What follows belongs to an exercise in optimizing a design on an open flow for small area and a short achievable clock period; a production flow would make more cautious choices. Function was checked by simulation only, so behaviour that the tests miss may differ from the original. No activity file was given, so power comes from the tool's default toggle rates.

==> run a: inputs <==
// cpu_pipelined
module cpu_pipelined(
    input clk,
    input reset,
    output [63:0] imem_addr,
    input  [31:0] imem_data,
    output [63:0] dmem_addr,
    output [63:0] dmem_wdata,
    output dmem_we,
    output dmem_re,
    input  [63:0] dmem_rdata,
    output end_program
);
    reg  [63:1] pc;                  
    reg  [6:0]  d_op;                
    reg  [31:7] d_ins;               
    reg         d_nop;               
    reg  [63:1] d_pc4;               
    reg  [63:1] e_pc4;
    reg  [11:0] e_cimm;              
    reg  [4:0]  e_rs1, e_rd;
    reg  [33:0] sel_a;               
    reg  [32:0] sel_b;               
    reg         e_sub, e_alusrc;
    reg         e_s_sum, e_s_x, e_s_g, e_s_slt, e_s_sltu;
    reg         e_ns_shr, e_ns_shl;      
    reg         e_left, e_sra;
    reg         e_beq, e_bne, e_blt, e_bge;
    reg         e_load, e_store, e_br, e_wen, e_nop;    
    reg         stalled_last;                           
    reg  [63:0] m_alu, m_wd;
    reg  [4:0]  m_rd;
    reg         m_load, m_store, m_wen, m_fwd, m_nop;   
    reg  [63:0] w_val;
    reg  [4:0]  w_rd;
    reg         w_wen, w_nop;                           
    reg  [63:0] regs [1:31];
    integer k;
    genvar gi, gj;
    wire [31:0] ins = imem_data;
    wire        if_br = (ins[6:0] == 7'b1100011);
    wire [12:1] boff = {ins[31], ins[7], ins[30:25], ins[11:8]};
    wire [63:1] pred, pc4;
    pc_calc u_pc(.pc(pc), .off(boff), .br(if_br), .hold(stall), .pred(pred), .pc4(pc4));
  ...
Settings: LEC_CHECK=0, CAP_MARGIN=10, CORE_MARGIN=2, CORE_UTILIZATION=45, CTS_CLUSTER_DIAMETER=100, CTS_CLUSTER_SIZE=22, PLACE_DENSITY=0.5, SLEW_MARGIN=10, SYNTH_HIERARCHICAL=1, SYNTH_MINIMUM_KEEP_SIZE=0; clock period 41.0 ns.
standard.sh (not shown) runs the stock make flow with config.mk's settings and CLKGATE_MAP_FILE= SYNTH_SCRIPT=/design/flow/synth_recipe.tcl, a recipe that flattens the netlist after the stock synthesis.
==> flow/flow/run.sh <==
#!/bin/bash
# Own layout flow: the standard flow (standard.sh, unchanged synthesis,
# floorplan, power grid and tap cells), with two placement/CTS options set:
#  - ports are buffered with buf_2 instead of the default port buffer
#  - clock tree sinks clustered by 22 within 100 um, without dummy loads
#  - the pins of the end_program path (the opcode bits of imem_data and
#    end_program) are placed next to each other
# Every tool's full output goes to the ORFS logs under orfs/logs and, for
# the make run as a whole, to flow_make.log in this folder.
set -euo pipefail
export BUFFER_PORTS_ARGS="-buffer_cell sky130_fd_sc_hd__buf_2"
export CTS_ARGS="-sink_clustering_enable -repair_clock_nets -sink_clustering_size 22 -sink_clustering_max_diameter 100 -dont_use_dummy_load"
export PLACE_PINS_ARGS="-group_pins {imem_data[0] imem_data[1] imem_data[2] imem_data[3] imem_data[4] imem_data[5] imem_data[6] end_program}"
bash standard.sh finish > flow_make.log 2>&1 || { tail -50 flow_make.log; exit 1; }
tail -5 flow_make.log
ls -l out/final.def
==> run b (differences from run a) <==
==> flow/run.sh (new file) <==
#!/bin/bash
# synth_recipe.tcl (not shown) runs the flow's synth.tcl, then flattens the netlist and writes it again
# the make line also repeats each setting of config.mk as NAME=value (left out here)
make -C /OpenROAD-flow-scripts/flow DESIGN_CONFIG=/design/flow/config.mk WORK_HOME=/design/flow/orfs CLKGATE_MAP_FILE= SYNTH_SCRIPT=/design/flow/synth_recipe.tcl finish
- CORE_UTILIZATION: 45 -> 40
- PLACE_DENSITY: 0.5 -> 0.45
removed: flow/flow/run.sh
removed: flow/standard.sh
==> run notes <==
Between run b and run a, the lower register-to-register slack is in run b (gap 0.53 ns). Run b completed without violations. Run a completed with no timing, DRC or antenna violations. In run a the wire length is lower than in run b, by about 7%. Against run b, the maximum frequency of run a is larger by about 5%. In synthesized cell count, run a and run b do not differ. Non-clock buffer count: run a is lower than run b (6).
==> figures <==
metric	run b	run a
Crit-path slowest cell	sky130_fd_sc_hd__clkdlybuf4s50_1	sky130_fd_sc_hd__and4_1
FILL cells	23.4k	20.1k
Fraction of area in registers	59.8%	61.3%
DR iter-0 viols	22.3k	22.1k
Outcome	complete, no violations	complete, no violations
Instance area after placement	116000 µm²	114000 µm²
Finished Cell Area	121000 µm²	118000 µm²
Clock period minus worst slack	17.84 ns	17.03 ns
Destination of the worst hold path	e_pc4[36]	e_pc4[1]
Combinational share of power	16.5%	16.7%
All-Layer GR Usage	37.9%	39.4%
Slew at the pin closest to its max-slew limit	1.40 ns	1.33 ns

==> separate check: timing with driven ports <==
The results above use ideal ports. As a check the final layouts listed here were re-extracted and re-timed, cells and wires unchanged. Step 1 sets driving cells, clkbuf_16 on the clock port and buf_2 on the other inputs (assumed; they add their load-dependent delay and slew). Step 2 adds t to the input delays and takes it off the output delays; t is the mean of the earliest and latest rising clock arrival at the registers after step 1. Input paths then give back, and output paths get back, about the clock's delay inside the block. a / b / c = no drivers / after step 1 / after step 2; a / b = the first two.
run | t (ns) | setup WS [ns] | latest minus earliest clock arrival (ns) | slew at the worst register clock pin (ns) | cell pins on the clock port's net
run a | 0.897 | 23.975 / 23.956 / 23.956 | 0.096 / 0.096 | 0.10 / 0.10 | 1
run b | 0.929 | 23.156 / 23.130 / 23.130 | 0.047 / 0.046 | 0.10 / 0.10 | 1
After both steps setup and hold are still met in every run listed. The setup slack of run b, which loses most, moves by -0.026 ns with the drivers and by -0.026 ns with both steps.
